Context: an optimization exercise on an open-source flow, tuned for small area. The choices shown serve that exercise and are no tape-out recipe.
At most, simulation tests tie the RTL to the original design; equivalence was not proved.
Function not checked in runs 6 and 7: the RTL went through the layout flow alone.
The clock port is modelled as an ideal driver; clocking choices that lean on that would not hold on a real chip.
Power is estimated from default activity; no workload was simulated.

## flow/standard.sh

```bash
#!/bin/bash
# synth_recipe.tcl (not shown) runs the flow's synth.tcl, then flattens the netlist and writes it again
# the make line also repeats each setting of config.mk as NAME=value (left out here)
make -C /OpenROAD-flow-scripts/flow DESIGN_CONFIG=/design/flow/config.mk WORK_HOME=/design/flow/orfs CLKGATE_MAP_FILE= SYNTH_SCRIPT=/design/flow/synth_recipe.tcl "${@:-finish}"
```

## flow/constraint.sdc

```tcl
create_clock -name core_clock -period 5.0 [get_ports {clk}]
set_input_delay 1.0000 -clock core_clock [delete_from_list [all_inputs] [get_ports {clk}]]
set_output_delay 1.0000 -clock core_clock [all_outputs]
set_load 0.01 [all_outputs]
```

## flow/flow/run.sh

```bash
#!/bin/bash
# The standard layout (standard.sh: unchanged synthesis and ORFS steps),
# with these changes, made through ORFS's own variables and step hooks:
#  - port buffers are the smallest buffer cell (buf_1), not the cell
#    buffer_ports picks by default;
#  - the clock tree is built by clocktree.tcl (the clock port feeds one clock
#    buffer, which feeds every register); TritonCTS is then pointed at the
#    clock port's net, which only feeds that buffer, so it adds nothing. The rest of the CTS step
#    (legalisation, timing repair) runs as usual.
set -o pipefail
here=$(cd "$(dirname "$0")" && pwd)
export BUFFER_PORTS_ARGS="-buffer_cell sky130_fd_sc_hd__buf_1"
export PRE_CTS_TCL=$here/clocktree.tcl
export CLK_LEAF_CELL=sky130_fd_sc_hd__clkbuf_16
export CLK_NLEAF=1
export CLK_ROOT_CELL=
export CTS_ARGS="-dont_use_dummy_load -clk_nets clk"
bash standard.sh > standard.log 2>&1
```

## flow/flow/clocktree.tcl

```tcl
# Clock tree by hand, in place of TritonCTS's: the clock port drives one
# small root buffer (or, when CLK_ROOT_CELL is empty, the leaves directly),
# which drives NLEAF leaf clock buffers; the registers are split among the
# leaves by position (k-means on their locations), each leaf placed at its
# cluster's centre and the root at the leaves' centre.
set block [ord::get_db_block]
set db [ord::get_db]
set clknet [$block findNet clk]
set leafcell $::env(CLK_LEAF_CELL)
set nleaf $::env(CLK_NLEAF)
set sinks {}
foreach it [$clknet getITerms] {
  set bb [[$it getInst] getBBox]
  lappend sinks [list $it [expr {([$bb xMin]+[$bb xMax])/2.0}] [expr {([$bb yMin]+[$bb yMax])/2.0}]]
}
set n [llength $sinks]
set sorted [lsort -real -index 1 $sinks]
set cx {}; set cy {}
for {set k 0} {$k < $nleaf} {incr k} {
  set s [lindex $sorted [expr {int(($k + 0.5) * $n / $nleaf)}]]
  lappend cx [lindex $s 1]; lappend cy [lindex $s 2]
}
for {set iter 0} {$iter < 50} {incr iter} {
  set assign {}
  foreach s $sinks {
    set best 0; set bd 1e30
    for {set k 0} {$k < $nleaf} {incr k} {
      set d [expr {abs([lindex $s 1]-[lindex $cx $k]) + abs([lindex $s 2]-[lindex $cy $k])}]
      if {$d < $bd} {set bd $d; set best $k}
    }
    lappend assign $best
  }
  set nx {}; set ny {}
  for {set k 0} {$k < $nleaf} {incr k} {
    set sx 0; set sy 0; set c 0
    foreach s $sinks a $assign {
      if {$a == $k} { set sx [expr {$sx+[lindex $s 1]}]; set sy [expr {$sy+[lindex $s 2]}]; incr c }
    }
    if {$c > 0} { lappend nx [expr {$sx/$c}]; lappend ny [expr {$sy/$c}] } else { lappend nx [lindex $cx $k]; lappend ny [lindex $cy $k] }
  }
  set cx $nx; set cy $ny
}
if {$::env(CLK_ROOT_CELL) ne ""} {
  set root [odb::dbInst_create $block [$db findMaster $::env(CLK_ROOT_CELL)] clkbuf_root]
  set rootnet [odb::dbNet_create $block clknet_root]
  $rootnet setSigType CLOCK
  [$root findITerm A] connect $clknet
  [$root findITerm X] connect $rootnet
} else {
  set rootnet $clknet
}
set rx 0; set ry 0
for {set k 0} {$k < $nleaf} {incr k} {
  set leaf [odb::dbInst_create $block [$db findMaster $leafcell] clkbuf_leaf_$k]
  set net [odb::dbNet_create $block clknet_leaf_$k]
  $net setSigType CLOCK
  [$leaf findITerm A] connect $rootnet
  [$leaf findITerm X] connect $net
  set c 0
  foreach s $sinks a $assign {
    if {$a == $k} { set it [lindex $s 0]; $it disconnect; $it connect $net; incr c }
  }
  $leaf setLocation [expr {int([lindex $cx $k])}] [expr {int([lindex $cy $k])}]
  $leaf setPlacementStatus PLACED
  set rx [expr {$rx + [lindex $cx $k]}]; set ry [expr {$ry + [lindex $cy $k]}]
  puts "clock tree: leaf $k, $leafcell, $c registers"
}
if {$::env(CLK_ROOT_CELL) ne ""} {
  $root setLocation [expr {int($rx/$nleaf)}] [expr {int($ry/$nleaf)}]
  $root setPlacementStatus PLACED
}
set_propagated_clock [all_clocks]
```

## flow/design.v

```verilog
module apb_master (clk, rst, sel, addr_in, latch, acc, sel_port);
  input clk;
  input rst;
  input sel;
  input [11:0] addr_in;
  output latch;
  output acc;
  output reg [2:0] sel_port;
  reg [2:0] t;
  reg m;
  wire idle_hold = ~t[2] & ~t[1] & ~t[0] & ~sel;
  wire stuck     = t[2] & t[1] & ~t[0] & ~m & ~sel;    
  always @(posedge clk or negedge rst)
    if (!rst) begin
      t <= 3'b000;
      m <= 1'b0;
    end else begin
      if (!idle_hold)
        t <= {t[1] & ~stuck, t[0] | stuck, ~t[2]};
      m <= (t[1] | t[0]) & (m | sel);
    end
  assign latch = ~m;
  assign acc   = t[2] & t[1] & ~t[0];
  always @(posedge clk)
    if (latch)
      sel_port <= addr_in[10:8];
endmodule
module apb_slave (clk, acc, sel_port, wr_in, addr_in, data_in,
  wr_out1,addr_out1,data_out1,wr_out2,addr_out2,data_out2,
  wr_out3,addr_out3,data_out3,wr_out4,addr_out4,data_out4,
  wr_out5,addr_out5,data_out5,wr_out6,addr_out6,data_out6,
  psel1,psel2,psel3,psel4,psel5,psel6);
  input clk;
  input acc;
  input [2:0] sel_port;
  input wr_in;
  input [11:0] addr_in;
  input [31:0] data_in;
  output wr_out1,wr_out2,wr_out3,wr_out4,wr_out5,wr_out6;
  output [11:0] addr_out1,addr_out2,addr_out3,addr_out4,addr_out5,addr_out6;
  output [31:0] data_out1,data_out2,data_out3,data_out4,data_out5,data_out6;
  output psel1,psel2,psel3,psel4,psel5,psel6;
  reg [2:0]  port;
  reg [44:0] xfer;    
  always @(posedge clk)
    if (acc) begin
      port <= sel_port;
      xfer <= {wr_in, addr_in, data_in};
    end
  assign psel1 = (port == 3'b010);
  assign psel2 = (port == 3'b011);
  assign psel3 = (port == 3'b100);
  assign psel4 = (port == 3'b101);
  assign psel5 = (port == 3'b110);
  assign psel6 = (port == 3'b111);
  assign {wr_out1, addr_out1, data_out1} = xfer & {45{psel1}};
  assign {wr_out2, addr_out2, data_out2} = xfer & {45{psel2}};
  assign {wr_out3, addr_out3, data_out3} = xfer & {45{psel3}};
  assign {wr_out4, addr_out4, data_out4} = xfer & {45{psel4}};
  assign {wr_out5, addr_out5, data_out5} = xfer & {45{psel5}};
  assign {wr_out6, addr_out6, data_out6} = xfer & {45{psel6}};
endmodule
module top (clk,rst,addr_in,wr_in,sel,data_in,
  wr_out1,addr_out1,data_out1,wr_out2,addr_out2,data_out2,
  wr_out3,addr_out3,data_out3,wr_out4,addr_out4,data_out4,
  wr_out5,addr_out5,data_out5,wr_out6,addr_out6,data_out6,
  psel1,psel2,psel3,psel4,psel5,psel6);
  input clk;
  input rst;
  input [11:0] addr_in;
  input wr_in;  
  input sel;
  input [31:0] data_in;
  output wr_out1,wr_out2,wr_out3,wr_out4,wr_out5,wr_out6;
  output [11:0] addr_out1,addr_out2,addr_out3,addr_out4,addr_out5,addr_out6;
  output [31:0] data_out1,data_out2,data_out3,data_out4,data_out5,data_out6;
  output psel1,psel2,psel3,psel4,psel5,psel6 ;
  wire latch, acc;
  wire [2:0] sel_port;
  apb_master apb_m (.clk(clk), .rst(rst), .sel(sel), .addr_in(addr_in),
                    .latch(latch), .acc(acc), .sel_port(sel_port));
  apb_slave apb_s (clk, acc, sel_port, wr_in, addr_in, data_in,
        wr_out1,addr_out1,data_out1,wr_out2,addr_out2,data_out2,
        wr_out3,addr_out3,data_out3,wr_out4,addr_out4,data_out4,
        wr_out5,addr_out5,data_out5,wr_out6,addr_out6,data_out6,
        psel1,psel2,psel3,psel4,psel5,psel6);
endmodule
```

## flow/config.mk

```make
export PLATFORM = sky130hd
export DESIGN_NAME = top
export DESIGN_NICKNAME = top
export VERILOG_FILES = /design/flow/design.v
export SDC_FILE = /design/flow/constraint.sdc
export NUM_CORES = 4
export LEC_CHECK = 0
export ABC_AREA = 1
export CAP_MARGIN = 0
export CORE_MARGIN = 2
export CORE_UTILIZATION = 70
export SLEW_MARGIN = 0
```

==> results of run 1 <==
-- synth_stat cells --
cell type	instances
sky130_fd_sc_hd__nor2_1	275
sky130_fd_sc_hd__inv_1	58
sky130_fd_sc_hd__edfxtp_1	51
sky130_fd_sc_hd__buf_2	16
sky130_fd_sc_hd__nand3_2	6
sky130_fd_sc_hd__buf_4	5
sky130_fd_sc_hd__buf_6	5
sky130_fd_sc_hd__dfrtp_1	4
sky130_fd_sc_hd__a21oi_1	2
sky130_fd_sc_hd__nand2_1	2
sky130_fd_sc_hd__o21bai_1	1
-- cells by family after synthesis --
| logic type | Yosys count |
|---|---|
| buf+inv | 84 |
| simple gates | 283 |
| flops | 55 |
| compound gates | 3 |
==> reports/qor.txt, run 1 <==
Post-Synth Simple-Gate Area: 35.0%
Largest family of logic cells by synthesized area: simple AND/OR/NAND/NOR gates
Avg Synthesized Cell Area: 7.39 um2
Post-synthesis instance total: 425
Error text reported by the tool: [ERROR PPL-0024] Number of IO pins (324) exceeds maximum number of available positions (246). Increase the die perimeter from 283.92um to 440.64um.
Area share of the leading cell type in the synthesized netlist: 48.8%
Cell type contributing the most total cell area after synthesis: sky130_fd_sc_hd__edfxtp_1
Cell types occupying the most area after synthesis: sky130_fd_sc_hd__edfxtp_1 (49%), sky130_fd_sc_hd__nor2_1 (33%), sky130_fd_sc_hd__inv_1 (6.9%)
Synthesis Warnings: 2
Cell Rows: 24
Die Height: 71.0 um
Net count after synthesis: 473
Total of flip-flops plus latches after synthesis: 55
Outcome: stopped before the end
Number of unique standard cell types used by synthesis: 11
Die X: 71.0 um
Multiplexer fraction of the synthesized cell area: 0%
Last step reached: 3_2_place_iop
Post-Synthesis Cell Area: 0.00314 mm2
Area share of xor/xnor cells in the synthesized design: 0%
Initial cell density of the core: 72.6%
Synthesized-area fraction occupied by ao, oa, aoi and oai cells: 0.558%
Sequential share of the synthesized area: 52.0%
Fraction of the mapped netlist area in adder cells: 0%
==> run 2, diff against run 1 <==
==> flow/flow/run.sh (replaced) <==
#!/bin/bash
# The standard layout (standard.sh: unchanged synthesis and ORFS steps),
# with these changes, made through ORFS's own variables and step hooks:
#  - port buffers are the smallest buffer cell (buf_1), not the cell
#    buffer_ports picks by default;
#  - the clock tree is built by clocktree.tcl (a small root buffer on the
#    clock port feeding two leaf clock buffers); TritonCTS is then pointed at the clock port's net, which
#    only feeds those buffers, so it adds nothing. The rest of the CTS step
#    (legalisation, timing repair) runs as usual.
set -o pipefail
here=$(cd "$(dirname "$0")" && pwd)
export BUFFER_PORTS_ARGS="-buffer_cell sky130_fd_sc_hd__buf_1"
export PRE_CTS_TCL=$here/clocktree.tcl
export CLK_LEAF_CELL=sky130_fd_sc_hd__clkbuf_16
export CLK_NLEAF=2
export CLK_ROOT_CELL=sky130_fd_sc_hd__clkbuf_1
export CTS_ARGS="-dont_use_dummy_load -clk_nets clk"
bash standard.sh > standard.log 2>&1
--- a/flow/flow/clocktree.tcl
+++ b/flow/flow/clocktree.tcl
@@ -1,8 +1,7 @@
 # Clock tree by hand, in place of TritonCTS's: the clock port drives one
-# small root buffer (or, when CLK_ROOT_CELL is empty, the leaves directly),
-# which drives NLEAF leaf clock buffers; the registers are split among the
-# leaves by position (k-means on their locations), each leaf placed at its
-# cluster's centre and the root at the leaves' centre.
+# small root buffer, which drives NLEAF leaf clock buffers; the registers
+# are split among the leaves by position (k-means on their locations), each
+# leaf placed at its cluster's centre and the root at the leaves' centre.
 set block [ord::get_db_block]
 set db [ord::get_db]
 set clknet [$block findNet clk]
@@ -40,15 +39,11 @@
   }
   set cx $nx; set cy $ny
 }
-if {$::env(CLK_ROOT_CELL) ne ""} {
-  set root [odb::dbInst_create $block [$db findMaster $::env(CLK_ROOT_CELL)] clkbuf_root]
-  set rootnet [odb::dbNet_create $block clknet_root]
-  $rootnet setSigType CLOCK
-  [$root findITerm A] connect $clknet
-  [$root findITerm X] connect $rootnet
-} else {
-  set rootnet $clknet
-}
+set root [odb::dbInst_create $block [$db findMaster $::env(CLK_ROOT_CELL)] clkbuf_root]
+set rootnet [odb::dbNet_create $block clknet_root]
+$rootnet setSigType CLOCK
+[$root findITerm A] connect $clknet
+[$root findITerm X] connect $rootnet
 set rx 0; set ry 0
 for {set k 0} {$k < $nleaf} {incr k} {
   set leaf [odb::dbInst_create $block [$db findMaster $leafcell] clkbuf_leaf_$k]
@@ -65,8 +60,6 @@
   set rx [expr {$rx + [lindex $cx $k]}]; set ry [expr {$ry + [lindex $cy $k]}]
   puts "clock tree: leaf $k, $leafcell, $c registers"
 }
-if {$::env(CLK_ROOT_CELL) ne ""} {
-  $root setLocation [expr {int($rx/$nleaf)}] [expr {int($ry/$nleaf)}]
-  $root setPlacementStatus PLACED
-}
+$root setLocation [expr {int($rx/$nleaf)}] [expr {int($ry/$nleaf)}]
+$root setPlacementStatus PLACED
 set_propagated_clock [all_clocks]
--- a/flow/config.mk
+++ b/flow/config.mk
@@ -8,5 +8,5 @@
 export ABC_AREA = 1
 export CAP_MARGIN = 0
 export CORE_MARGIN = 2
-export CORE_UTILIZATION = 70
+export CORE_UTILIZATION = 40
 export SLEW_MARGIN = 0
==> reports/qor.txt, run 2 <==
Number of antenna violations at the first check in global routing: 0
Wire length of the first global-routing pass: 17.4 mm
Die X: 92.6 um (+30%)
Post-synthesis instance total: 425 (unchanged)
Final GP Congestion: 0.825
Top-count cell post-synth: sky130_fd_sc_hd__nor2_1
Total routed wirelength: 12.3 mm
Number of buffers inserted by port buffering: 323
Net count after synthesis: 473 (unchanged)
Worst Path Required: 4000 ps
Overall Power: 0.713 mW
Global-route usage over all layers: 25.8%
Signed area change from the synthesized netlist to the final layout: 39.3%
Drt pass-1 iters: 6
Post-synth EDFFs: 51 (unchanged)
Cell type contributing the most total cell area after synthesis: sky130_fd_sc_hd__edfxtp_1
Slew of the pin with the lowest slew margin: 1030 ps
Post-Route Skew: 11.5 ps
Boundary Pins: 324
Cell Rows: 32 (+33%)
Total of flip-flops plus latches after synthesis: 55 (unchanged)
Combinational cell fraction of total power: 2.1%
Final setup violation count: 0
Reported max-cap violation count: 0
Number of diodes added for antenna fixing: 0
Area share of the leading cell type in the synthesized netlist: 48.8% (unchanged)
Static leakage: 1.88 nW
Detail Placement HPWL: 9.04 mm
Remaining antenna violation count: 0
Number of unique standard cell types used by synthesis: 11 (unchanged)
Count of pins over their slew limit: 0
Proportion of layout cells with a drive suffix above 1: 1.38%
Synthesis Warnings: 2 (unchanged)
Crit path capture type: primary output
Final cycle utilization of the critical path: 69.2%
Non-filler cells in the finished layout: 828
Fraction of power spent switching nets: 18.1%
Most instantiated flip-flop cell in the synthesis netlist: sky130_fd_sc_hd__edfxtp_1
Peak supply drop: 0.163 mV
Initial cell density of the core: 41.1% (-32 points)
Hold violation count in the final report: 0
Number of violations reported at the end of detailed-routing iteration 0: 271
Part of the power in registers: 70.3%
Final instance area: 0.00438 mm2
Relative slew margins: 31.1%
Clock network power share: 27.7%
Total power density per cell area: 163 mW/mm2
Nets@finish: 776
Detailed-route vias per instance: 4.58
Post-Synthesis Cell Area: 0.00314 mm2 (unchanged)
Pin count of the biggest net entering global routing: 47
Highest fanout seen on the critical path: 46
Mean routed wirelength per cell: 14.8 um
CTS Hold Buffers Added: 0
Ys async rst share: 7.27% (unchanged)
Flip-flop count of the largest register after layout: 45
Min-delay worst type: primary input to async pin
Worst-skew pair later-pin latency: 460 ps
Pre-CTS worst setup slack: 2070 ps
Placed insts: 825
Clock slew at reported path FFs: 110 ps
Placed Area: 0.00432 mm2
Critical path launch point type: register
Vias after detailed routing: 3791
Final critical delay including setup and external delays: 3460 ps
Die area: 0.00858 mm2
Most frequent standard cell in the layout excluding fill and tap cells: sky130_fd_sc_hd__buf_1
Register with the most flip-flops: apb_s.xfer
Psw: 0.129 mW
Arrival time of the worst setup path: 2460 ps
Maximum achievable frequency: 289 MHz
Most common library cells after synthesis: sky130_fd_sc_hd__nor2_1 (275), sky130_fd_sc_hd__inv_1 (58), sky130_fd_sc_hd__edfxtp_1 (51)
Overflow after GRT: 0
Leading cell types in the layout, fill and taps excluded: sky130_fd_sc_hd__buf_1 (323), sky130_fd_sc_hd__nor2_1 (274), sky130_fd_sc_hd__inv_1 (58)
Sequential share of the synthesized area: 52.0% (unchanged)
Total Negative Setup Slacks: 0 ps
Smallest setup slack after layout: 1540 ps
Via count of the first global-routing pass: 3130
Unrepaired setup endpoints after global routing: false
Placeable core area: 0.00765 mm2
Die Height: 92.6 um (+30%)
Buffers inserted by post-CTS timing repair: 0
WS Path Type: register to primary output
DRC violation count after routing: 0
Outcome: timing/DRC/antenna clean
Number of gates given a new drive strength after cts: 0
Avg Synthesized Cell Area: 7.39 um2 (unchanged)
Cell internal pwr: 0.584 mW
Cell types occupying the most area after synthesis: sky130_fd_sc_hd__edfxtp_1 (49%), sky130_fd_sc_hd__nor2_1 (33%), sky130_fd_sc_hd__inv_1 (6.9%)
==> run 2: cell counts after synthesis <==
Identical to the previous run, type by type.
==> run 2: final cells by class <==
type                       count  area, um2
fill                         758       3270
sequential                    55       1630
timing repair buffer         324       1220
multi-input combinational    286       1120
inverter                      58        218
tap                          102        128
buffer                         3       53.8
==> run 2: path summary, 6_finish.rpt <==
kind                       slack (ps)             end         startpoint  depth (start not counted)
setup / recovery                 1540   data_out5[29]      apb_s.port[0]                          4
hold / removal                    370         apb_m.m                rst                          1
setup reg to reg                 3290  apb_s.xfer[41]         apb_m.t[1]                          3
hold reg to reg                   430   apb_s.port[1]  apb_m.sel_port[1]                          0
max in group asynchronous        4420      apb_m.t[0]                rst                          1
min in group core_clock           430   apb_s.port[1]  apb_m.sel_port[1]                          0
==> run 2: kinds of logic (layout without fill, tap and decap cells) <==
group / after synthesis / in the layout / synth area share (%)
buffers and inverters: 84 / 385 / 12.5
AO/OA/AOI/OAI: 3 / 3 / 0.558
AND/OR/NAND/NOR: 283 / 283 / 35.0
flip-flops: 55 / 55 / 52.0
==> run 2: critical path, stage by stage, from the launching register on <==
cell                       delay, ps
sky130_fd_sc_hd__edfxtp_1        470
sky130_fd_sc_hd__inv_1           170
sky130_fd_sc_hd__nand3_2         800
sky130_fd_sc_hd__nor2_1          380
sky130_fd_sc_hd__buf_1           190
==> run 2: metrics by stage <==
step	util, %	hold slack (ps)
final	57.2	367
after global routing	57.2	336
after CTS	57.2	338
after detailed placement	56.5	405
after global placement	56.5	403
after floorplan	-	400
==> run 2: power groups by stage <==
stage / registers (mW) / clock network, mW / logic [mW]
floorplan: 0.512 / 0 / 0.000237
global placement: 0.512 / 0 / 0.0139
detailed placement: 0.512 / 0 / 0.0152
CTS: 0.501 / 0.203 / 0.0153
global route: 0.501 / 0.216 / 0.0171
finish: 0.501 / 0.197 / 0.0148
==> run 2: per-layer routing <==
| layer | GRT usage [%] | up-vias | wire (um) |
|---|---|---|---|
| met2 | 49.0 | 220 | 6440 |
| met3 | 2.36 | 12 | 823 |
| met4 | 4.48 | 0 | 231 |
| met5 | 0 | - | 0 |
| met1 | 32.1 | 1702 | 4790 |
| li1 | - | 1857 | - |
==> run 3, diff against run 2 <==
==> flow/flow/run.sh (replaced) <==
#!/bin/bash
# The standard layout (standard.sh: unchanged synthesis and ORFS steps),
# with these changes, made through ORFS's own variables and step hooks:
#  - port buffers are the smallest buffer cell (buf_1), not the cell
#    buffer_ports picks by default;
#  - the clock tree is built by clocktree.tcl (a small root buffer on the
#    clock port feeding three leaf buffers); TritonCTS is then pointed at the clock port's net, which
#    only feeds those buffers, so it adds nothing. The rest of the CTS step
#    (legalisation, timing repair) runs as usual.
set -o pipefail
here=$(cd "$(dirname "$0")" && pwd)
export BUFFER_PORTS_ARGS="-buffer_cell sky130_fd_sc_hd__buf_1"
export PRE_CTS_TCL=$here/clocktree.tcl
export CLK_LEAF_CELL=sky130_fd_sc_hd__buf_8
export CLK_NLEAF=3
export CLK_ROOT_CELL=sky130_fd_sc_hd__clkbuf_1
export CTS_ARGS="-dont_use_dummy_load -clk_nets clk"
bash standard.sh > standard.log 2>&1
==> reports/qor.txt, run 3 <==
Most frequent standard cell in the layout excluding fill and tap cells: sky130_fd_sc_hd__buf_1
Cell Rows: 32 (unchanged)
DRC violation count after routing: 0 (unchanged)
Number of unique standard cell types used by synthesis: 11 (unchanged)
Peak supply drop: 0.116 mV (-29%)
Boundary Pins: 324 (unchanged)
Post-synthesis instance total: 425 (unchanged)
Total routed wirelength: 12.3 mm (-0.17%)
Global routing met3 resource utilization: 2.60% (+0.24 points)
Final critical delay including setup and external delays: 3540 ps (+78.6 ps)
Largest family of logic cells by synthesized area: simple AND/OR/NAND/NOR gates
Vias after detailed routing: 3785 (-0.16%)
Nets@finish: 777 (+0.13%)
Signed area change from the synthesized netlist to the final layout: 39.2%
Slew of the pin with the lowest slew margin: 1030 ps (-6.07 ps)
Net count after synthesis: 473 (unchanged)
Count of pins over their slew limit: 0 (unchanged)
Drt pass-1 iters: 6 (unchanged)
Global-route usage over all layers: 26.0% (+0.17 points)
Unrepaired setup endpoints after global routing: false
Min-delay worst type: primary input to async pin
Minimum hold slack: 293 ps (-73.7 ps)
Cell type contributing the most total cell area after synthesis: sky130_fd_sc_hd__edfxtp_1
Flip-flop count of the largest register after layout: 45 (unchanged)
Cell types occupying the most area after synthesis: sky130_fd_sc_hd__edfxtp_1 (49%), sky130_fd_sc_hd__nor2_1 (33%), sky130_fd_sc_hd__inv_1 (6.9%)
Leading cell types in the layout, fill and taps excluded: sky130_fd_sc_hd__buf_1 (323), sky130_fd_sc_hd__nor2_1 (274), sky130_fd_sc_hd__inv_1 (58)
Detailed-route vias per instance: 4.57 (-0.28%)
Total area of sequential cells: 0.00163 mm2 (unchanged)
Number of buffers inserted by port buffering: 323 (unchanged)
Worst Path Required: 4000 ps (about the same)
Number of gates given a new drive strength after cts: 0 (unchanged)
Buffers inserted by post-CTS timing repair: 0 (unchanged)
Reported max-cap violation count: 0 (unchanged)
Synthesis Warnings: 2 (unchanged)
Final setup violation count: 0 (unchanged)
Fraction of the mapped netlist area in adder cells: 0% (unchanged)
Die area: 0.00858 mm2 (unchanged)
Post-Route Skew: 9.16 ps (-2.33 ps)
Static leakage: 1.88 nW (-0.13%)
Final GP Congestion: 0.825 (unchanged)
Die Height: 92.6 um (unchanged)
Synthesized-area fraction occupied by ao, oa, aoi and oai cells: 0.558% (unchanged)
Outcome: timing/DRC/antenna clean
Multiplexer fraction of the synthesized cell area: 0% (unchanged)
Total Negative Setup Slacks: 0 ps (unchanged)
Final cycle utilization of the critical path: 70.8% (+1.6 points)
Number of diodes added for antenna fixing: 0 (unchanged)
CTS Hold Buffers Added: 0 (unchanged)
Maximum achievable frequency: 282 MHz (-2.2%)
Area used by multi-input combinational logic: 0.00112 mm2 (unchanged)
Wire length of the first global-routing pass: 17.5 mm (+0.56%)
Most common library cells after synthesis: sky130_fd_sc_hd__nor2_1 (275), sky130_fd_sc_hd__inv_1 (58), sky130_fd_sc_hd__edfxtp_1 (51)
Arrival time of the worst setup path: 2540 ps (+80 ps)
Detail Placement HPWL: 9.04 mm (unchanged)
Fill cell total of the finished layout: 761 (+0.40%)
Crit path capture type: primary output
Sequential share of the synthesized area: 52.0% (unchanged)
Avg Synthesized Cell Area: 7.39 um2 (unchanged)
WS Path Type: register to primary output
Overflow after GRT: 0 (unchanged)
Relative slew margins: 31.5% (+0.41 points)
Pin count of the biggest net entering global routing: 47 (unchanged)
Mean routed wirelength per cell: 14.8 um (-0.29%)
Initial cell density of the core: 41.1% (unchanged)
Die X: 92.6 um (unchanged)
Placeable core area: 0.00765 mm2 (unchanged)
Number of antenna violations at the first check in global routing: 0 (unchanged)
Proportion of layout cells with a drive suffix above 1: 1.51% (+0.14 points)
Post-synth EDFFs: 51 (unchanged)
Number of violations reported at the end of detailed-routing iteration 0: 298 (+10%)
Met2 capacity usage during global routing: 49.3% (+0.30 points)
Most instantiated flip-flop cell in the synthesis netlist: sky130_fd_sc_hd__edfxtp_1
Total power density per cell area: 163 mW/mm2 (about the same)
Gr busiest metal: met2
Post-Synthesis Cell Area: 0.00314 mm2 (unchanged)
Total of flip-flops plus latches after synthesis: 55 (unchanged)
Area share of xor/xnor cells in the synthesized design: 0% (unchanged)
Placed Area: 0.00432 mm2 (unchanged)
Worst-skew pair later-pin latency: 530 ps (+70 ps)
Via count of the first global-routing pass: 3137 (+0.22%)
Critical path launch point type: register
Area share of the leading cell type in the synthesized netlist: 48.8% (unchanged)
Hold violation count in the final report: 0 (unchanged)
Highest fanout seen on the critical path: 46 (unchanged)
Top-count cell post-synth: sky130_fd_sc_hd__nor2_1
Ys async rst share: 7.27% (unchanged)
Remaining antenna violation count: 0 (unchanged)
Routing usage on met1: 32.1% (-0.053 points)
Register with the most flip-flops: apb_s.xfer
Final instance area: 0.00437 mm2 (-0.11%)
Post-Synth Simple-Gate Area: 35.0% (unchanged)
Clock slew at reported path FFs: 100 ps (about the same)
## run 3: cell counts after synthesis
Identical to the previous run, type by type.
## run 3: cells by family (layout without fill, tap and decap cells)
logic type | count (synthesis) | after routing
simple gates | 283 | 283
buf+inv | 84 | 386
flops | 55 | 55
compound gates | 3 | 3
## run 3: cell type report
type                            instances  share of cell area (%)
Inverter                               58                    4.98
Timing Repair Buffer                  324                    27.9
Buffer                                  4                    1.12
Sequential cell                        55                    37.3
Multi-Input combinational cell        286                    25.7
Tap cell                              102                    2.92
## run 3: through the flow
step | cells | total power [mW] | util (%) | worst slack [ps]
floorplan | 425 | 0.512 | - | 2110
global placement | 825 | 0.526 | 56.5 | 2180
detailed placement | 825 | 0.527 | 56.5 | 2070
CTS | 829 | 0.722 | 57.1 | 1470
global route | 829 | 0.740 | 57.1 | 1200
finish | 829 | 0.713 | 57.1 | 1460
## run 3: power breakdown
group	switching, mW	leakage [nW]	internal (mW)
clock	0.129	0.0234	0.0677
combinational	0.00666	1.35	0.00817
sequential	0.0000000000000000218	0.505	0.501
total	0.136	1.88	0.577
## run 3: per-layer routing
metal	routed length, um	vias up
met2	6420	217
met4	303	0
met3	850	18
li1	-	1856
met1	4690	1694
met5	0	-
## run 3: final timing paths
kind | startpoint | endpoint | slack, ps | depth (start not counted)
setup / recovery | apb_s.port[2] | data_out1[4] | 1460 | 4
hold / removal | rst | apb_m.m | 290 | 1
setup reg to reg | apb_m.t[1] | apb_s.xfer[16] | 3300 | 3
hold reg to reg | apb_m.sel_port[1] | apb_s.port[1] | 440 | 0
max in group asynchronous | rst | apb_m.t[1] | 4490 | 1
min in group core_clock | apb_m.sel_port[1] | apb_s.port[1] | 440 | 0
## run 3: critical path, cell delays in order (launching register included)
cell,delay (ps)
sky130_fd_sc_hd__edfxtp_1,500
sky130_fd_sc_hd__inv_1,140
sky130_fd_sc_hd__nand3_2,750
sky130_fd_sc_hd__nor2_1,370
sky130_fd_sc_hd__buf_1,210
==> run 4, diff against run 3 <==
==> flow/flow/run.sh (replaced) <==
#!/bin/bash
# The standard layout (standard.sh: unchanged synthesis and ORFS steps),
# with these changes, made through ORFS's own variables and step hooks:
#  - port buffers are the smallest buffer cell (buf_1), not the cell
#    buffer_ports picks by default;
#  - the clock tree is built by clocktree.tcl (a small root buffer on the
#    clock port feeding two leaf buffers); TritonCTS is then pointed at the clock port's net, which
#    only feeds those buffers, so it adds nothing. The rest of the CTS step
#    (legalisation, timing repair) runs as usual.
set -o pipefail
here=$(cd "$(dirname "$0")" && pwd)
export BUFFER_PORTS_ARGS="-buffer_cell sky130_fd_sc_hd__buf_1"
export PRE_CTS_TCL=$here/clocktree.tcl
export CLK_LEAF_CELL=sky130_fd_sc_hd__buf_12
export CLK_NLEAF=2
export CLK_ROOT_CELL=sky130_fd_sc_hd__clkbuf_1
export CTS_ARGS="-dont_use_dummy_load -clk_nets clk"
bash standard.sh > standard.log 2>&1
==> reports/qor.txt, run 4 <==
Cell internal pwr: 0.575 mW (-0.45%)
Post-synth EDFFs: 51 (unchanged)
Worst Path Required: 4000 ps (about the same)
Highest fanout seen on the critical path: 46 (unchanged)
Boundary Pins: 324 (unchanged)
Cell Rows: 32 (unchanged)
Peak supply drop: 0.155 mV (+34%)
Proportion of layout cells with a drive suffix above 1: 1.38% (-0.14 points)
Launch instance of the worst register-to-register path: apb_m.t[1]
Total Negative Setup Slacks: 0 ps (unchanged)
Flip-flop count of the largest register after layout: 45 (unchanged)
Post-Synthesis Cell Area: 0.00314 mm2 (unchanged)
Hold violation count in the final report: 0 (unchanged)
Number of antenna violations at the first check in global routing: 0 (unchanged)
Area share of the leading cell type in the synthesized netlist: 48.8% (unchanged)
Register with the most flip-flops: apb_s.xfer
Most instantiated flip-flop cell in the synthesis netlist: sky130_fd_sc_hd__edfxtp_1
Worst setup startpoint: apb_s.port[2]
Arrival time of the worst setup path: 2440 ps (-100 ps)
Detail Placement HPWL: 9.04 mm (unchanged)
Wire length of the first global-routing pass: 17.4 mm (-0.43%)
Min-delay worst type: primary input to async pin
Static leakage: 1.87 nW (-0.18%)
Crit path capture type: primary output
Post-layout utilization of the core: 57.1% (-0.065 points)
Cell types occupying the most area after synthesis: sky130_fd_sc_hd__edfxtp_1 (49%), sky130_fd_sc_hd__nor2_1 (33%), sky130_fd_sc_hd__inv_1 (6.9%)
Mean routed wirelength per cell: 14.8 um (+0.13%)
CTS Hold Buffers Added: 0 (unchanged)
Most common library cells after synthesis: sky130_fd_sc_hd__nor2_1 (275), sky130_fd_sc_hd__inv_1 (58), sky130_fd_sc_hd__edfxtp_1 (51)
Total power density per cell area: 162 mW/mm2 (-0.85%)
Detailed-route vias per instance: 4.58 (+0.25%)
Clock network power share: 26.9% (-0.7 points)
Sequential share of the synthesized area: 52.0% (unchanged)
Drt pass-1 iters: 5 (-1)
Global-route usage over all layers: 25.8% (-0.16 points)
Net count after synthesis: 473 (unchanged)
Worst-skew pair later-pin latency: 440 ps (-90 ps)
Combinational cell fraction of total power: 2.1% (about the same)
Post-synthesis instance total: 425 (unchanged)
Leading cell types in the layout, fill and taps excluded: sky130_fd_sc_hd__buf_1 (323), sky130_fd_sc_hd__nor2_1 (274), sky130_fd_sc_hd__inv_1 (58)
DRC violation count after routing: 0 (unchanged)
Top-count cell post-synth: sky130_fd_sc_hd__nor2_1
Via count of the first global-routing pass: 3129 (-0.26%)
Signed area change from the synthesized netlist to the final layout: 39.0%
WS Path Type: register to primary output
Final critical delay including setup and external delays: 3440 ps (-99.5 ps)
Maximum achievable frequency: 291 MHz (+2.9%)
Psw: 0.132 mW (-3.2%)
Number of violations reported at the end of detailed-routing iteration 0: 296 (-0.67%)
Number of unique standard cell types used by synthesis: 11 (unchanged)
Avg Synthesized Cell Area: 7.39 um2 (unchanged)
Most frequent standard cell in the layout excluding fill and tap cells: sky130_fd_sc_hd__buf_1
Outcome: timing/DRC/antenna clean
Ys async rst share: 7.27% (unchanged)
Number of diodes added for antenna fixing: 0 (unchanged)
Pin count of the biggest net entering global routing: 47 (unchanged)
Number of gates given a new drive strength after cts: 0 (unchanged)
Part of the power in registers: 71.0% (+0.7 points)
Die Height: 92.6 um (unchanged)
Total routed wirelength: 12.3 mm (about the same)
Vias after detailed routing: 3790 (+0.13%)
Critical path launch point type: register
Relative slew margins: 32.3% (+0.73 points)
Initial cell density of the core: 41.1% (unchanged)
Clock slew at reported path FFs: 110 ps (about the same)
Die area: 0.00858 mm2 (unchanged)
Final cycle utilization of the critical path: 68.8% (-2.0 points)
Buffers inserted by post-CTS timing repair: 0 (unchanged)
Cell type contributing the most total cell area after synthesis: sky130_fd_sc_hd__edfxtp_1
Synthesis Warnings: 2 (unchanged)
Final setup violation count: 0 (unchanged)
Post-Route Skew: 9.43 ps (+0.270 ps)
Count of pins over their slew limit: 0 (unchanged)
Reported max-cap violation count: 0 (unchanged)
Slew of the pin with the lowest slew margin: 1020 ps (-11.0 ps)
Unrepaired setup endpoints after global routing: false
Total of flip-flops plus latches after synthesis: 55 (unchanged)
Die X: 92.6 um (unchanged)
Placeable core area: 0.00765 mm2 (unchanged)
Nets@finish: 776 (-0.13%)
Number of buffers inserted by port buffering: 323 (unchanged)
Fraction of power spent switching nets: 18.6% (-0.42 points)
Overflow after GRT: 0 (unchanged)
Final GP Congestion: 0.825 (unchanged)
Remaining antenna violation count: 0 (unchanged)
-- run 4: routing by layer --
| layer | vias up | GRT usage (%) | share of wire (%) |
|---|---|---|---|
| li1 | 1857 | - | - |
| met1 | 1711 | 32.0 | 40 |
| met2 | 210 | 49.2 | 52 |
| met3 | 12 | 2.44 | 6.2 |
| met4 | 0 | 4.35 | 1.9 |
| met5 | - | 0 | 0 |
-- run 4: cells by family (layout without fill, tap and decap cells) --
| kind of cell | Yosys count | after routing | synth area share, % |
|---|---|---|---|
| and+or+nand+nor | 283 | 283 | 35.0 |
| buffers and inverters | 84 | 385 | 12.5 |
| AOI/OAI and AO/OA | 3 | 3 | 0.558 |
| DFF | 55 | 55 | 52.0 |
-- run 4: final cells by class --
class                      count  area (um2)
buffer                         3        43.8
fill                         759        3280
inverter                      58         218
multi-input combinational    286        1120
sequential                    55        1630
tap                          102         128
timing repair buffer         324        1220
-- run 4: path summary, 6_finish.rpt --
check | endpoint | slack (ps) | depth (start not counted)
worst max-delay path | data_out1[4] | 1560 | 4
max in group asynchronous | apb_m.t[0] | 4400 | 1
worst min register to register | apb_s.port[1] | 430 | 0
min in group core_clock | apb_s.port[1] | 430 | 0
worst min-delay path | apb_m.m | 380 | 1
worst max register to register | apb_s.xfer[37] | 3310 | 3
-- run 4: power groups by stage --
stage / registers, mW / clock network [mW] / logic (mW)
final: 0.501 / 0.190 / 0.0149
after global routing: 0.501 / 0.210 / 0.0171
after CTS: 0.501 / 0.194 / 0.0153
after detailed placement: 0.512 / 0 / 0.0152
after global placement: 0.512 / 0 / 0.0139
after floorplan: 0.512 / 0 / 0.000237
-- run 4: critical path, cell delays in order, from the launching register on --
cell and delay (ps):
sky130_fd_sc_hd__edfxtp_1 500, sky130_fd_sc_hd__inv_1 140, sky130_fd_sc_hd__nand3_2 750, sky130_fd_sc_hd__nor2_1 360, sky130_fd_sc_hd__buf_1 210
-- run 4: per-stage QoR --
| stage | area [um2] | total power, mW | setup WS (ps) | hold WS (ps) | cells |
|---|---|---|---|---|---|
| finish | 4370 | 0.706 | 1560 | 382 | 828 |
| global route | 4370 | 0.729 | 1280 | 350 | 828 |
| CTS | 4370 | 0.711 | 1580 | 361 | 828 |
| detailed placement | 4320 | 0.527 | 2070 | 405 | 825 |
| global placement | 4320 | 0.526 | 2180 | 403 | 825 |
| floorplan | 3140 | 0.512 | 2110 | 400 | 425 |
==> run 5, diff against run 4 <==
--- a/flow/design.v
+++ b/flow/design.v
@@ -53,12 +53,20 @@
   assign psel4 = (port == 3'b101);
   assign psel5 = (port == 3'b110);
   assign psel6 = (port == 3'b111);
-  assign {wr_out1, addr_out1, data_out1} = xfer & {45{psel1}};
-  assign {wr_out2, addr_out2, data_out2} = xfer & {45{psel2}};
-  assign {wr_out3, addr_out3, data_out3} = xfer & {45{psel3}};
-  assign {wr_out4, addr_out4, data_out4} = xfer & {45{psel4}};
-  assign {wr_out5, addr_out5, data_out5} = xfer & {45{psel5}};
-  assign {wr_out6, addr_out6, data_out6} = xfer & {45{psel6}};
+  wire [44:0] xfer_n = ~xfer;
+  apb_gate g1 (xfer_n, psel1, {wr_out1, addr_out1, data_out1});
+  apb_gate g2 (xfer_n, psel2, {wr_out2, addr_out2, data_out2});
+  apb_gate g3 (xfer_n, psel3, {wr_out3, addr_out3, data_out3});
+  apb_gate g4 (xfer_n, psel4, {wr_out4, addr_out4, data_out4});
+  apb_gate g5 (xfer_n, psel5, {wr_out5, addr_out5, data_out5});
+  apb_gate g6 (xfer_n, psel6, {wr_out6, addr_out6, data_out6});
+endmodule
+module apb_gate (xfer_n, psel, out);
+  input [44:0] xfer_n;
+  input psel;
+  output [44:0] out;
+  wire psel_n = ~psel;
+  assign out = ~(xfer_n | {45{psel_n}});
 endmodule
 module top (clk,rst,addr_in,wr_in,sel,data_in,
   wr_out1,addr_out1,data_out1,wr_out2,addr_out2,data_out2,
--- a/flow/config.mk
+++ b/flow/config.mk
@@ -10,3 +10,4 @@
 export CORE_MARGIN = 2
 export CORE_UTILIZATION = 40
 export SLEW_MARGIN = 0
+export SYNTH_HIERARCHICAL = 1
==> reports/qor.txt, run 5 <==
Fill cell total of the finished layout: 807 (+6.3%)
Top-count cell post-synth: sky130_fd_sc_hd__nor2_1
Highest fanout seen on the critical path: 45 (-2.2%)
Most common library cells after synthesis: sky130_fd_sc_hd__nor2_1 (281), sky130_fd_sc_hd__inv_1 (52), sky130_fd_sc_hd__edfxtp_1 (51)
Overflow after GRT: 0 (unchanged)
Die X: 93.6 um (+1.1%)
Boundary Pins: 324 (unchanged)
Relative slew margins: 42.5% (+10 points)
Placed insts: 828 (+0.36%)
CTS Hold Buffers Added: 0 (unchanged)
Sequential share of the synthesized area: 50.8% (-1.2 points)
Flip-flop count of the largest register after layout: 45 (unchanged)
Cell internal pwr: 0.575 mW (about the same)
Detailed-route vias per instance: 4.64 (+1.4%)
Drt pass-1 iters: 5 (unchanged)
Routing usage on met1: 31.0% (-1.1 points)
Total of flip-flops plus latches after synthesis: 55 (unchanged)
Slew of the pin with the lowest slew margin: 862 ps (-153 ps)
Outcome: timing/DRC/antenna clean
Leading cell types in the layout, fill and taps excluded: sky130_fd_sc_hd__buf_1 (323), sky130_fd_sc_hd__nor2_1 (280), sky130_fd_sc_hd__inv_1 (52)
Number of buffers inserted by port buffering: 323 (unchanged)
Worst setup startpoint: apb_s.port[2]
Min-delay worst type: primary input to async pin
Critical path launch point type: register
Final setup violation count: 0 (unchanged)
Most instantiated flip-flop cell in the synthesis netlist: sky130_fd_sc_hd__edfxtp_1
Final cycle utilization of the critical path: 62.6% (-6.2 points)
Synthesis Warnings: 8 (+6)
Ys async rst share: 7.27% (unchanged)
Final critical delay including setup and external delays: 3130 ps (-310 ps)
Launch instance of the worst register-to-register path: apb_m.t[2]
Number of antenna violations at the first check in global routing: 0 (unchanged)
Vias after detailed routing: 3857 (+1.8%)
Count of pins over their slew limit: 0 (unchanged)
Number of unique standard cell types used by synthesis: 9 (-2)
Timing endpoint of the critical path: data_out6[9]
Reg2reg setup slack: 3310 ps (about the same)
Detail Placement HPWL: 8.66 mm (-4.2%)
Avg Synthesized Cell Area: 7.55 um2 (+2.1%)
Met2 capacity usage during global routing: 43.6% (-5.6 points)
Crit path capture type: primary output
Hold violation count in the final report: 0 (unchanged)
Number of diodes added for antenna fixing: 0 (unchanged)
Post-Route Skew: 5.93 ps (-3.50 ps)
Proportion of layout cells with a drive suffix above 1: 1.51% (+0.13 points)
Psw: 0.133 mW (+0.93%)
Reported max-cap violation count: 0 (unchanged)
Number of gates given a new drive strength after cts: 0 (unchanged)
Worst r2r dst: apb_s.xfer[26]
Die Height: 93.6 um (+1.1%)
Number of violations reported at the end of detailed-routing iteration 0: 283 (-4.4%)
Cell Rows: 32 (unchanged)
Unrepaired setup endpoints after global routing: false
Most frequent standard cell in the layout excluding fill and tap cells: sky130_fd_sc_hd__buf_1
Signed area change from the synthesized netlist to the final layout: 35.1%
DRC violation count after routing: 0 (unchanged)
Fraction of power spent switching nets: 18.8% (+0.14 points)
Cell types occupying the most area after synthesis: sky130_fd_sc_hd__edfxtp_1 (48%), sky130_fd_sc_hd__nor2_1 (33%), sky130_fd_sc_hd__buf_6 (8.4%)
Initial cell density of the core: 41.4% (+0.32 points)
Total area of sequential cells: 0.00163 mm2 (unchanged)
Global-route usage over all layers: 24.2% (-1.6 points)
Mean routed wirelength per cell: 14.4 um (-3.0%)
Remaining antenna violation count: 0 (unchanged)
Pin count of the biggest net entering global routing: 46 (-2.1%)
Total power density per cell area: 163 mW/mm2 (+0.69%)
Register with the most flip-flops: apb_s.xfer
Post-synth EDFFs: 51 (unchanged)
Post-layout utilization of the core: 55.9% (-1.2 points)
Worst-skew pair later-pin latency: 460 ps (+20 ps)
Smallest setup slack after layout: 1870 ps (+310 ps)
Post-synthesis instance total: 426 (+0.24%)
Net count after synthesis: 474 (+0.21%)
Clock slew at reported path FFs: 110 ps (about the same)
Via count of the first global-routing pass: 3190 (+1.9%)
Part of the power in registers: 70.9% (about the same)
Area used by multi-input combinational logic: 0.00110 mm2 (-2.0%)
Placeable core area: 0.00777 mm2 (+1.6%)
Total routed wirelength: 11.9 mm (-2.6%)
Arrival time of the worst setup path: 2130 ps (-310 ps)
Post-Synthesis Cell Area: 0.00321 mm2 (+2.4%)
Global routing met3 resource utilization: 4.03% (+1.6 points)
Buffers inserted by post-CTS timing repair: 0 (unchanged)
Wire length of the first global-routing pass: 16.9 mm (-3.0%)
Worst Path Required: 4000 ps (about the same)
Combinational cell fraction of total power: 2.0% (about the same)
Gr busiest metal: met2
Final instance area: 0.00434 mm2 (-0.52%)
Maximum achievable frequency: 319 MHz (+9.9%)
WS Path Type: register to primary output
Nets@finish: 779 (+0.39%)
R2R cell count: 3 (unchanged)
Final GP Congestion: 0.846 (+2.6%)
Static leakage: 1.84 nW (-1.9%)
Clock network power share: 27.1% (+0.2 points)
Die area: 0.00877 mm2 (+2.2%)
Pre-CTS worst setup slack: 2400 ps (+324 ps)
Non-filler cells in the finished layout: 831 (+0.36%)
Peak supply drop: 0.138 mV (-11%)
Area share of the leading cell type in the synthesized netlist: 47.6% (-1.1 points)
Overall Power: 0.707 mW (+0.17%)
Minimum hold slack: 349 ps (-33.8 ps)
Placed Area: 0.00430 mm2 (-0.52%)
Total Negative Setup Slacks: 0 ps (unchanged)
Cell type contributing the most total cell area after synthesis: sky130_fd_sc_hd__edfxtp_1
[run 5: worst min-delay path by stage]
stage / start / slack (ps) / depth (start not counted) / end
2_1_floorplan: apb_m.sel_port[0] / 400 / 0 / apb_s.port[0]
3_3_place_gp: apb_m.sel_port[1] / 400 / 0 / apb_s.port[1]
3_5_place_dp: apb_m.sel_port[2] / 400 / 0 / apb_s.port[2]
4_1_cts: rst / 320 / 1 / apb_m.m
5_1_grt: rst / 310 / 1 / apb_m.m
6_report: rst / 350 / 1 / apb_m.m
[run 5: power by group through the flow]
stage	Sequential, mW	Clock, mW	Combinational (mW)
2_1_floorplan	0.512	0	0.000233
3_3_place_gp	0.512	0	0.0131
3_5_place_dp	0.512	0	0.0143
4_1_cts	0.501	0.199	0.0144
5_1_grt	0.501	0.210	0.0164
6_report	0.501	0.192	0.0142
[run 5: layout make-up]
type / instances / share of cell area, %
multi-input combinational: 289 / 25.4
buffer: 3 / 1.01
inverter: 58 / 5.01
timing repair buffer: 324 / 28.1
sequential: 55 / 37.6
tap: 102 / 2.94
[run 5: cells by family after synthesis]
logic type             after synthesis  share of synthesized area [%]
AND/OR/NAND/NOR                    286                           33.4
flip-flops                          55                           50.8
buffers and inverters               82                           15.2
AO/OA/AOI/OAI                        3                          0.662
[run 5: Yosys stat by module (local to each module, per instance), excerpt]
module / cells / times used / flip-flops and latches
apb_gate: 50 / 6 / 0
apb_master: 21 / 1 / 7
apb_slave: 105 / 1 / 48
[run 5: per-layer routing]
metal / vias up / share of wire, %
met5: - / 0
met4: 0 / 1.8
met3: 20 / 9.5
met2: 211 / 51
met1: 1769 / 38
li1: 1857 / -
[run 5: worst max-delay path, cell delays in order (launching register included)]
cell and delay [ps]:
sky130_fd_sc_hd__edfxtp_1 450, sky130_fd_sc_hd__inv_1 90, sky130_fd_sc_hd__nor2_1 80, sky130_fd_sc_hd__inv_2 630
sky130_fd_sc_hd__nor2_1 210, sky130_fd_sc_hd__buf_1 190
==> run 6, diff against run 5 <==
--- a/flow/design.v
+++ b/flow/design.v
@@ -1,10 +1,10 @@
-module apb_master (clk, rst, sel, addr_in, latch, acc, sel_port);
+module apb_master (clk, rst, sel, addr_in, latch, acc_n, sel_port);
   input clk;
   input rst;
   input sel;
   input [11:0] addr_in;
   output latch;
-  output acc;
+  output acc_n;
   output reg [2:0] sel_port;
   reg [2:0] t;
   reg m;
@@ -20,18 +20,18 @@
       m <= (t[1] | t[0]) & (m | sel);
     end
   assign latch = ~m;
-  assign acc   = t[2] & t[1] & ~t[0];
+  assign acc_n = ~(t[2] & t[1] & ~t[0]);
   always @(posedge clk)
     if (latch)
       sel_port <= addr_in[10:8];
 endmodule
-module apb_slave (clk, acc, sel_port, wr_in, addr_in, data_in,
+module apb_slave (clk, acc_n, sel_port, wr_in, addr_in, data_in,
   wr_out1,addr_out1,data_out1,wr_out2,addr_out2,data_out2,
   wr_out3,addr_out3,data_out3,wr_out4,addr_out4,data_out4,
   wr_out5,addr_out5,data_out5,wr_out6,addr_out6,data_out6,
   psel1,psel2,psel3,psel4,psel5,psel6);
   input clk;
-  input acc;
+  input acc_n;    
   input [2:0] sel_port;
   input wr_in;
   input [11:0] addr_in;
@@ -42,6 +42,7 @@
   output psel1,psel2,psel3,psel4,psel5,psel6;
   reg [2:0]  port;
   reg [44:0] xfer;    
+  wire acc = ~acc_n;
   always @(posedge clk)
     if (acc) begin
       port <= sel_port;
@@ -83,11 +84,11 @@
   output [11:0] addr_out1,addr_out2,addr_out3,addr_out4,addr_out5,addr_out6;
   output [31:0] data_out1,data_out2,data_out3,data_out4,data_out5,data_out6;
   output psel1,psel2,psel3,psel4,psel5,psel6 ;
-  wire latch, acc;
+  wire latch, acc_n;
   wire [2:0] sel_port;
   apb_master apb_m (.clk(clk), .rst(rst), .sel(sel), .addr_in(addr_in),
-                    .latch(latch), .acc(acc), .sel_port(sel_port));
-  apb_slave apb_s (clk, acc, sel_port, wr_in, addr_in, data_in,
+                    .latch(latch), .acc_n(acc_n), .sel_port(sel_port));
+  apb_slave apb_s (clk, acc_n, sel_port, wr_in, addr_in, data_in,
         wr_out1,addr_out1,data_out1,wr_out2,addr_out2,data_out2,
         wr_out3,addr_out3,data_out3,wr_out4,addr_out4,data_out4,
         wr_out5,addr_out5,data_out5,wr_out6,addr_out6,data_out6,
==> reports/qor.txt, run 6 <==
Reported max-cap violation count: 0 (unchanged)
Critical path launch point type: register
CTS Hold Buffers Added: 0 (unchanged)
Post-layout utilization of the core: 55.8% (-0.14 points)
Outcome: timing/DRC/antenna clean
Total Negative Setup Slacks: 0 ps (unchanged)
Total routed wirelength: 11.5 mm (-3.7%)
Crit path cell chain: nand2_1, nor2_1, inv_2, nor2_1, buf_1
Vias after detailed routing: 3853 (-0.10%)
Number of buffers inserted by port buffering: 323 (unchanged)
Detail Placement HPWL: 8.31 mm (-4.1%)
Part of the power in registers: 70.6% (-0.3 points)
Top-count cell post-synth: sky130_fd_sc_hd__nor2_1
Nets@finish: 779 (unchanged)
Signed area change from the synthesized netlist to the final layout: 34.6%
Die Height: 93.7 um (about the same)
Pre-CTS worst setup slack: 2520 ps (+127 ps)
Hold violation count in the final report: 0 (unchanged)
Leading cell types in the layout, fill and taps excluded: sky130_fd_sc_hd__buf_1 (323), sky130_fd_sc_hd__nor2_1 (280), sky130_fd_sc_hd__inv_1 (52)
Final setup violation count: 0 (unchanged)
Final instance area: 0.00433 mm2 (-0.26%)
Register with the most flip-flops: apb_s.xfer
Launch instance of the worst register-to-register path: apb_m.t[2]
Most used cell along the critical path: sky130_fd_sc_hd__nor2_1
Number of gates given a new drive strength after cts: 0 (unchanged)
Final GP Congestion: 0.896 (+5.9%)
Proportion of layout cells with a drive suffix above 1: 1.37% (-0.14 points)
Post-Route Skew: 9.63 ps (+3.70 ps)
Worst-path cell with the longest stage delay: sky130_fd_sc_hd__inv_2
Clock slew at reported path FFs: 110 ps (about the same)
Largest delay contributor family on the critical path: buffers and inverters
Final cycle utilization of the critical path: 61.8% (-0.78 points)
Die area: 0.00878 mm2 (+0.12%)
Initial cell density of the core: 41.4% (+0.048 points)
Highest fanout seen on the critical path: 45 (unchanged)
Synthesis Warnings: 8 (unchanged)
Count of pins over their slew limit: 0 (unchanged)
Buf+Inv Stages, Crit Path: 2 (-1)
Overall Power: 0.710 mW (+0.38%)
Boundary Pins: 324 (unchanged)
Fraction of power spent switching nets: 19.1% (+0.31 points)
Post-synth EDFFs: 51 (unchanged)
Most instantiated flip-flop cell in the synthesis netlist: sky130_fd_sc_hd__edfxtp_1
Avg Synthesized Cell Area: 7.54 um2 (-0.12%)
Overflow after GRT: 0 (unchanged)
Flip-flop count of the largest register after layout: 45 (unchanged)
Number of unique standard cell types used by synthesis: 9 (unchanged)
Smallest setup slack after layout: 1910 ps (+39.1 ps)
Final critical delay including setup and external delays: 3090 ps (-39.1 ps)
Most common library cells after synthesis: sky130_fd_sc_hd__nor2_1 (280), sky130_fd_sc_hd__inv_1 (53), sky130_fd_sc_hd__edfxtp_1 (51)
Worst-skew pair later-pin latency: 470 ps (about the same)
Global-route usage over all layers: 22.7% (-1.5 points)
Cell Rows: 32 (unchanged)
Unrepaired setup endpoints after global routing: false
Cell internal pwr: 0.575 mW (about the same)
Worst Path Required: 4000 ps (about the same)
Fill cell total of the finished layout: 797 (-1.2%)
Psw: 0.135 mW (+2.0%)
Wire length of the first global-routing pass: 16.1 mm (-4.8%)
Number of diodes added for antenna fixing: 0 (unchanged)
Critical path's largest stage delay: 620 ps (about the same)
Die X: 93.7 um (about the same)
Placeable core area: 0.00777 mm2 (unchanged)
Ys async rst share: 7.27% (unchanged)
Total power density per cell area: 164 mW/mm2 (+0.64%)
DRC violation count after routing: 0 (unchanged)
Relative slew margins: 33.4% (-9.1 points)
Combinational cell fraction of total power: 2.0% (about the same)
Mean routed wirelength per cell: 13.8 um (-3.7%)
Net count after synthesis: 475 (+0.21%)
Drt pass-1 iters: 5 (unchanged)
Worst setup startpoint: apb_s.port[2]
Via count of the first global-routing pass: 3191 (+0.031%)
Total of flip-flops plus latches after synthesis: 55 (unchanged)
Cell types occupying the most area after synthesis: sky130_fd_sc_hd__edfxtp_1 (48%), sky130_fd_sc_hd__nor2_1 (33%), sky130_fd_sc_hd__buf_6 (8.4%)
Pin count of the biggest net entering global routing: 49 (+6.5%)
Peak supply drop: 0.139 mV (+0.66%)
Detailed-route vias per instance: 4.64 (-0.10%)
Cell type contributing the most total cell area after synthesis: sky130_fd_sc_hd__edfxtp_1
Area share of the leading cell type in the synthesized netlist: 47.6% (-0.056 points)
WS Path Type: register to primary output
Number of antenna violations at the first check in global routing: 0 (unchanged)
Clock network power share: 27.4% (+0.3 points)
Post-Synthesis Cell Area: 0.00322 mm2 (+0.12%)
Crit path capture type: primary output
Maximum achievable frequency: 324 MHz (+1.3%)
Buffers inserted by post-CTS timing repair: 0 (unchanged)
Min-delay worst type: primary input to async pin
Remaining antenna violation count: 0 (unchanged)
Sequential share of the synthesized area: 50.7% (-0.059 points)
Most frequent standard cell in the layout excluding fill and tap cells: sky130_fd_sc_hd__buf_1
Slew of the pin with the lowest slew margin: 999 ps (+137 ps)
Reg2reg setup slack: 3250 ps (-60 ps)
Static leakage: 1.84 nW (about the same)
Placed Area: 0.00429 mm2 (-0.26%)
Post-synthesis instance total: 427 (+0.23%)
Number of violations reported at the end of detailed-routing iteration 0: 285 (+0.71%)
Arrival time of the worst setup path: 2090 ps (-40 ps)
run 6: cells by family (layout without fill, tap and decap cells):
kind of cell    after synthesis  count (layout)  share of synthesized area [%]
buf+inv                      83             385                           15.3
flops                        55              55                           50.7
simple gates                286             286                           33.4
compound gates                3               3                          0.661
run 6: cell type report:
cell class	instances	area, um2	area share (%)
plain buffers	3	43.8	1.01
inverters	59	221	5.11
multi-input cells	289	1090	25.3
flip-flops and latches	55	1630	37.7
well taps	102	128	2.95
repair buffers	323	1210	28.0
run 6: final timing paths:
kind / end / depth (start not counted)
min in group core_clock: apb_s.port[2] / 0
hold reg to reg: apb_s.port[2] / 0
max in group asynchronous: apb_m.m / 1
setup / recovery: data_out3[20] / 5
hold / removal: apb_m.t[0] / 1
setup reg to reg: apb_s.xfer[35] / 4
run 6: per-layer routing:
metal / track usage (%) / up-vias / wire length [um]
met5: 0 / - / 0
met1: 26.8 / 1778 / 4310
met2: 42.7 / 209 / 5990
met4: 3.86 / 0 / 77
met3: 4.98 / 6 / 1120
li1: - / 1860 / -
run 6: per-module statistics from Yosys, one instance, submodules excluded, a selection:
module	area (um2)	cells inside
apb_master	253	21
apb_slave	1660	106
apb_gate	218	50
run 6: power groups by stage:
stage                     Combinational [mW]  Clock [mW]  Sequential [mW]
after global placement                0.0132           0            0.512
final                                 0.0141       0.195            0.501
after global routing                  0.0163       0.216            0.501
after floorplan                     0.000233           0            0.512
after detailed placement              0.0146           0            0.512
after CTS                             0.0146       0.199            0.501
run 6: worst reg2reg max path: stages, from the launching register on:
cell and delay, ps:
sky130_fd_sc_hd__dfrtp_1 390, sky130_fd_sc_hd__inv_1 50, sky130_fd_sc_hd__nor2_1 120, sky130_fd_sc_hd__nand2_1 80
sky130_fd_sc_hd__inv_2 710
run 6: stage by stage:
| stage | hold WS [ps] | instances |
|---|---|---|
| after detailed placement | 413 | 828 |
| after CTS | 315 | 831 |
| after global placement | 403 | 828 |
| after floorplan | 400 | 427 |
| after global routing | 289 | 831 |
| final | 328 | 831 |
==> run 7, diff against run 6 <==
==> flow/flow/run.sh (replaced) <==
#!/bin/bash
# The standard layout (standard.sh: unchanged synthesis and ORFS steps),
# with these changes, made through ORFS's own variables and step hooks:
#  - port buffers are the smallest buffer cell (buf_1), not the cell
#    buffer_ports picks by default;
#  - the clock tree is built by clocktree.tcl (a small root buffer on the
#    clock port feeding three leaf buffers); TritonCTS is then pointed at the clock port's net, which
#    only feeds those buffers, so it adds nothing. The rest of the CTS step
#    (legalisation, timing repair) runs as usual.
set -o pipefail
here=$(cd "$(dirname "$0")" && pwd)
export BUFFER_PORTS_ARGS="-buffer_cell sky130_fd_sc_hd__buf_1"
export PRE_CTS_TCL=$here/clocktree.tcl
export CLK_LEAF_CELL=sky130_fd_sc_hd__buf_8
export CLK_NLEAF=3
export CLK_ROOT_CELL=sky130_fd_sc_hd__clkbuf_1
export CTS_ARGS="-dont_use_dummy_load -clk_nets clk"
bash standard.sh > standard.log 2>&1
==> reports/qor.txt, run 7 <==
Outcome: timing/DRC/antenna clean
Unrepaired setup endpoints after global routing: false
Top-count cell post-synth: sky130_fd_sc_hd__nor2_1
Static leakage: 1.84 nW (+0.19%)
Signed area change from the synthesized netlist to the final layout: 34.8%
Post-synth EDFFs: 51 (unchanged)
Final cycle utilization of the critical path: 62.2% (+0.38 points)
Worst-skew pair later-pin latency: 510 ps (+40 ps)
Total of flip-flops plus latches after synthesis: 55 (unchanged)
Die area: 0.00878 mm2 (unchanged)
Net count after synthesis: 475 (unchanged)
Via count of the first global-routing pass: 3190 (-0.031%)
Number of violations reported at the end of detailed-routing iteration 0: 261 (-8.4%)
Boundary Pins: 324 (unchanged)
Met2 capacity usage during global routing: 42.6% (-0.18 points)
Proportion of layout cells with a drive suffix above 1: 1.51% (+0.14 points)
Maximum achievable frequency: 322 MHz (-0.61%)
Area share of xor/xnor cells in the synthesized design: 0% (unchanged)
Cell internal pwr: 0.577 mW (+0.45%)
Flip-flop count of the largest register after layout: 45 (unchanged)
Post-synthesis instance total: 427 (unchanged)
Area share of the leading cell type in the synthesized netlist: 47.6% (unchanged)
Reported max-cap violation count: 0 (unchanged)
Vias after detailed routing: 3864 (+0.29%)
CTS Hold Buffers Added: 0 (unchanged)
Hold violation count in the final report: 0 (unchanged)
Relative slew margins: 33.7% (+0.32 points)
Crit path cell chain: nand2_1, nor2_1, inv_2, nor2_1, buf_1
Placeable core area: 0.00777 mm2 (unchanged)
Fraction of power spent switching nets: 18.9% (-0.17 points)
Cell Rows: 32 (unchanged)
Count of pins over their slew limit: 0 (unchanged)
Arrival time of the worst setup path: 2110 ps (+20 ps)
Most common library cells after synthesis: sky130_fd_sc_hd__nor2_1 (280), sky130_fd_sc_hd__inv_1 (53), sky130_fd_sc_hd__edfxtp_1 (51)
Die X: 93.7 um (unchanged)
Highest fanout seen on the critical path: 45 (unchanged)
Worst Path Required: 4000 ps (about the same)
Post-Synth Simple-Gate Area: 33.4% (unchanged)
Most frequent standard cell in the layout excluding fill and tap cells: sky130_fd_sc_hd__buf_1
Clock network power share: 27.6% (+0.2 points)
Number of diodes added for antenna fixing: 0 (unchanged)
Synthesized-area fraction occupied by ao, oa, aoi and oai cells: 0.661% (unchanged)
Clock slew at reported path FFs: 120 ps (about the same)
Fraction of the mapped netlist area in adder cells: 0% (unchanged)
Initial cell density of the core: 41.4% (unchanged)
Min-delay worst type: primary input to async pin
Cell types occupying the most area after synthesis: sky130_fd_sc_hd__edfxtp_1 (48%), sky130_fd_sc_hd__nor2_1 (33%), sky130_fd_sc_hd__buf_6 (8.4%)
Synthesis Warnings: 8 (unchanged)
Pin count of the biggest net entering global routing: 49 (unchanged)
Total routed wirelength: 11.5 mm (about the same)
Final critical delay including setup and external delays: 3110 ps (+19.0 ps)
DRC violation count after routing: 0 (unchanged)
Total Negative Setup Slacks: 0 ps (unchanged)
Avg Synthesized Cell Area: 7.54 um2 (unchanged)
Peak supply drop: 0.145 mV (+4.4%)
Gr busiest metal: met2
Sequential share of the synthesized area: 50.7% (unchanged)
Most instantiated flip-flop cell in the synthesis netlist: sky130_fd_sc_hd__edfxtp_1
Most used cell along the critical path: sky130_fd_sc_hd__nor2_1
Nets@finish: 780 (+0.13%)
Total power density per cell area: 164 mW/mm2 (+0.12%)
Combinational cell fraction of total power: 2.0% (about the same)
Final GP Congestion: 0.896 (unchanged)
Post-Synthesis Cell Area: 0.00322 mm2 (unchanged)
Largest family of logic cells by synthesized area: simple AND/OR/NAND/NOR gates
Part of the power in registers: 70.5% (about the same)
Die Height: 93.7 um (unchanged)
Number of unique standard cell types used by synthesis: 9 (unchanged)
Ys async rst share: 7.27% (unchanged)
Buf+Inv Stages, Crit Path: 2 (unchanged)
Global routing met3 resource utilization: 5.14% (+0.16 points)
Buffers inserted by post-CTS timing repair: 0 (unchanged)
Wire length of the first global-routing pass: 16.1 mm (about the same)
Leading cell types in the layout, fill and taps excluded: sky130_fd_sc_hd__buf_1 (323), sky130_fd_sc_hd__nor2_1 (280), sky130_fd_sc_hd__inv_1 (52)
Drt pass-1 iters: 5 (unchanged)
Overflow after GRT: 0 (unchanged)
Worst-path cell with the longest stage delay: sky130_fd_sc_hd__inv_2
Crit path capture type: primary output
Critical path launch point type: register
Largest delay contributor family on the critical path: buffers and inverters
Detailed-route vias per instance: 4.64 (+0.16%)
Reg2reg setup slack: 3220 ps (-30 ps)
Psw: 0.135 mW (-0.66%)
Overall Power: 0.712 mW (+0.24%)
Slew of the pin with the lowest slew margin: 993 ps (-6.20 ps)
Global-route usage over all layers: 22.7% (-0.069 points)
Mean routed wirelength per cell: 13.8 um (-0.10%)
Critical path's largest stage delay: 610 ps (about the same)
WS Path Type: register to primary output
Number of gates given a new drive strength after cts: 0 (unchanged)
Multiplexer fraction of the synthesized cell area: 0% (unchanged)
Minimum hold slack: 291 ps (-37.8 ps)
Cell type contributing the most total cell area after synthesis: sky130_fd_sc_hd__edfxtp_1
Final setup violation count: 0 (unchanged)
Remaining antenna violation count: 0 (unchanged)
Post-Route Skew: 31.0 ps (+21.4 ps)
Number of antenna violations at the first check in global routing: 0 (unchanged)
Register with the most flip-flops: apb_s.xfer
Number of buffers inserted by port buffering: 323 (unchanged)
Routing usage on met1: 26.7% (-0.10 points)
Detail Placement HPWL: 8.31 mm (unchanged)
run 7: cell counts after synthesis:
No cell type changed its count.
run 7: per-module statistics from Yosys, one instance, submodules excluded, excerpt:
module | copies in the design | cells inside | flops+latches | area (um2)
apb_slave | 1 | 106 | 48 | 1660
apb_gate | 6 | 50 | 0 | 218
apb_master | 1 | 21 | 7 | 253
run 7: through the flow:
stage,area [um2],setup slack [ps],utilization [%],instances
after detailed placement,4290,2520,55.2,828
final,4340,1890,55.8,832
after global routing,4340,1730,55.8,832
after CTS,4340,1900,55.8,832
after global placement,4290,2540,55.2,828
after floorplan,3220,2800,-,427
run 7: path summary, 6_finish.rpt:
kind                                from        endpoint  cells past startpoint
max reg2reg                   apb_m.t[0]  apb_s.xfer[13]                      3
min in group core_clock       apb_m.t[2]      apb_m.t[0]                      1
max                        apb_s.port[2]   data_out3[20]                      5
max in group asynchronous            rst      apb_m.t[2]                      1
min                                  rst      apb_m.t[0]                      1
min reg2reg                   apb_m.t[2]      apb_m.t[0]                      1
run 7: power groups by stage:
stage	Sequential [mW]	Clock, mW	Combinational [mW]
global placement	0.512	0	0.0132
CTS	0.501	0.206	0.0146
global route	0.501	0.222	0.0163
floorplan	0.512	0	0.000233
finish	0.501	0.196	0.0141
detailed placement	0.512	0	0.0146
run 7: area by class of cell:
| cell class | instances | area, um2 |
|---|---|---|
| Fill cell | 796 | 3430 |
| Buffer | 4 | 48.8 |
| Inverter | 59 | 221 |
| Timing Repair Buffer | 323 | 1210 |
| Sequential cell | 55 | 1630 |
| Tap cell | 102 | 128 |
| Multi-Input combinational cell | 289 | 1090 |
run 7: kinds of logic (layout without fill, tap and decap cells):
family	after synthesis	count (layout)
AO/OA/AOI/OAI	3	3
buffers and inverters	83	386
flip-flops	55	55
AND/OR/NAND/NOR	286	286
run 7: layer usage:
| metal | wire length [um] | vias up |
|---|---|---|
| met2 | 6000 | 201 |
| met1 | 4330 | 1790 |
| met4 | 95 | 0 |
| met5 | 0 | - |
| li1 | - | 1862 |
| met3 | 1080 | 11 |

re-timing with driven ports:
No port has a modelled driver above. Below, the same layouts with a new extraction and two added sets of constraints. Step 1 assumes that a clkbuf_16 drives the clock port and a buf_2 every other input. Step 2 moves the port delays by t, midway between the first and last clock arrival at a register: inputs arrive t later, outputs are due t later. That takes back most of the time a late clock gives input paths. Three values: ideal, step 1, step 2; two values: the first two.
| run | t (ns) | setup slack, ns | latest minus earliest clock arrival (ns) | slew at the worst register clock pin (ns) | worst data-port slew with drivers (ns) |
|---|---|---|---|---|---|
| run 2 | 0.480 | 1.539 / 1.507 / 1.987 | 0.013 / 0.012 | 0.11 / 0.11 | 0.08 |
| run 3 | 0.558 | 1.460 / 1.429 / 1.987 | 0.011 / 0.011 | 0.10 / 0.10 | 0.08 |
| run 4 | 0.465 | 1.559 / 1.528 / 1.993 | 0.011 / 0.010 | 0.11 / 0.11 | 0.08 |
| run 5 | 0.486 | 1.870 / 1.841 / 2.327 | 0.010 / 0.010 | 0.11 / 0.11 | 0.05 |
| run 6 | 0.498 | 1.909 / 1.880 / 2.378 | 0.011 / 0.011 | 0.11 / 0.11 | 0.05 |
| run 7 | 0.524 | 1.890 / 1.863 / 2.387 | 0.031 / 0.032 | 0.12 / 0.12 | 0.05 |
After both steps every run listed still meets setup and hold.
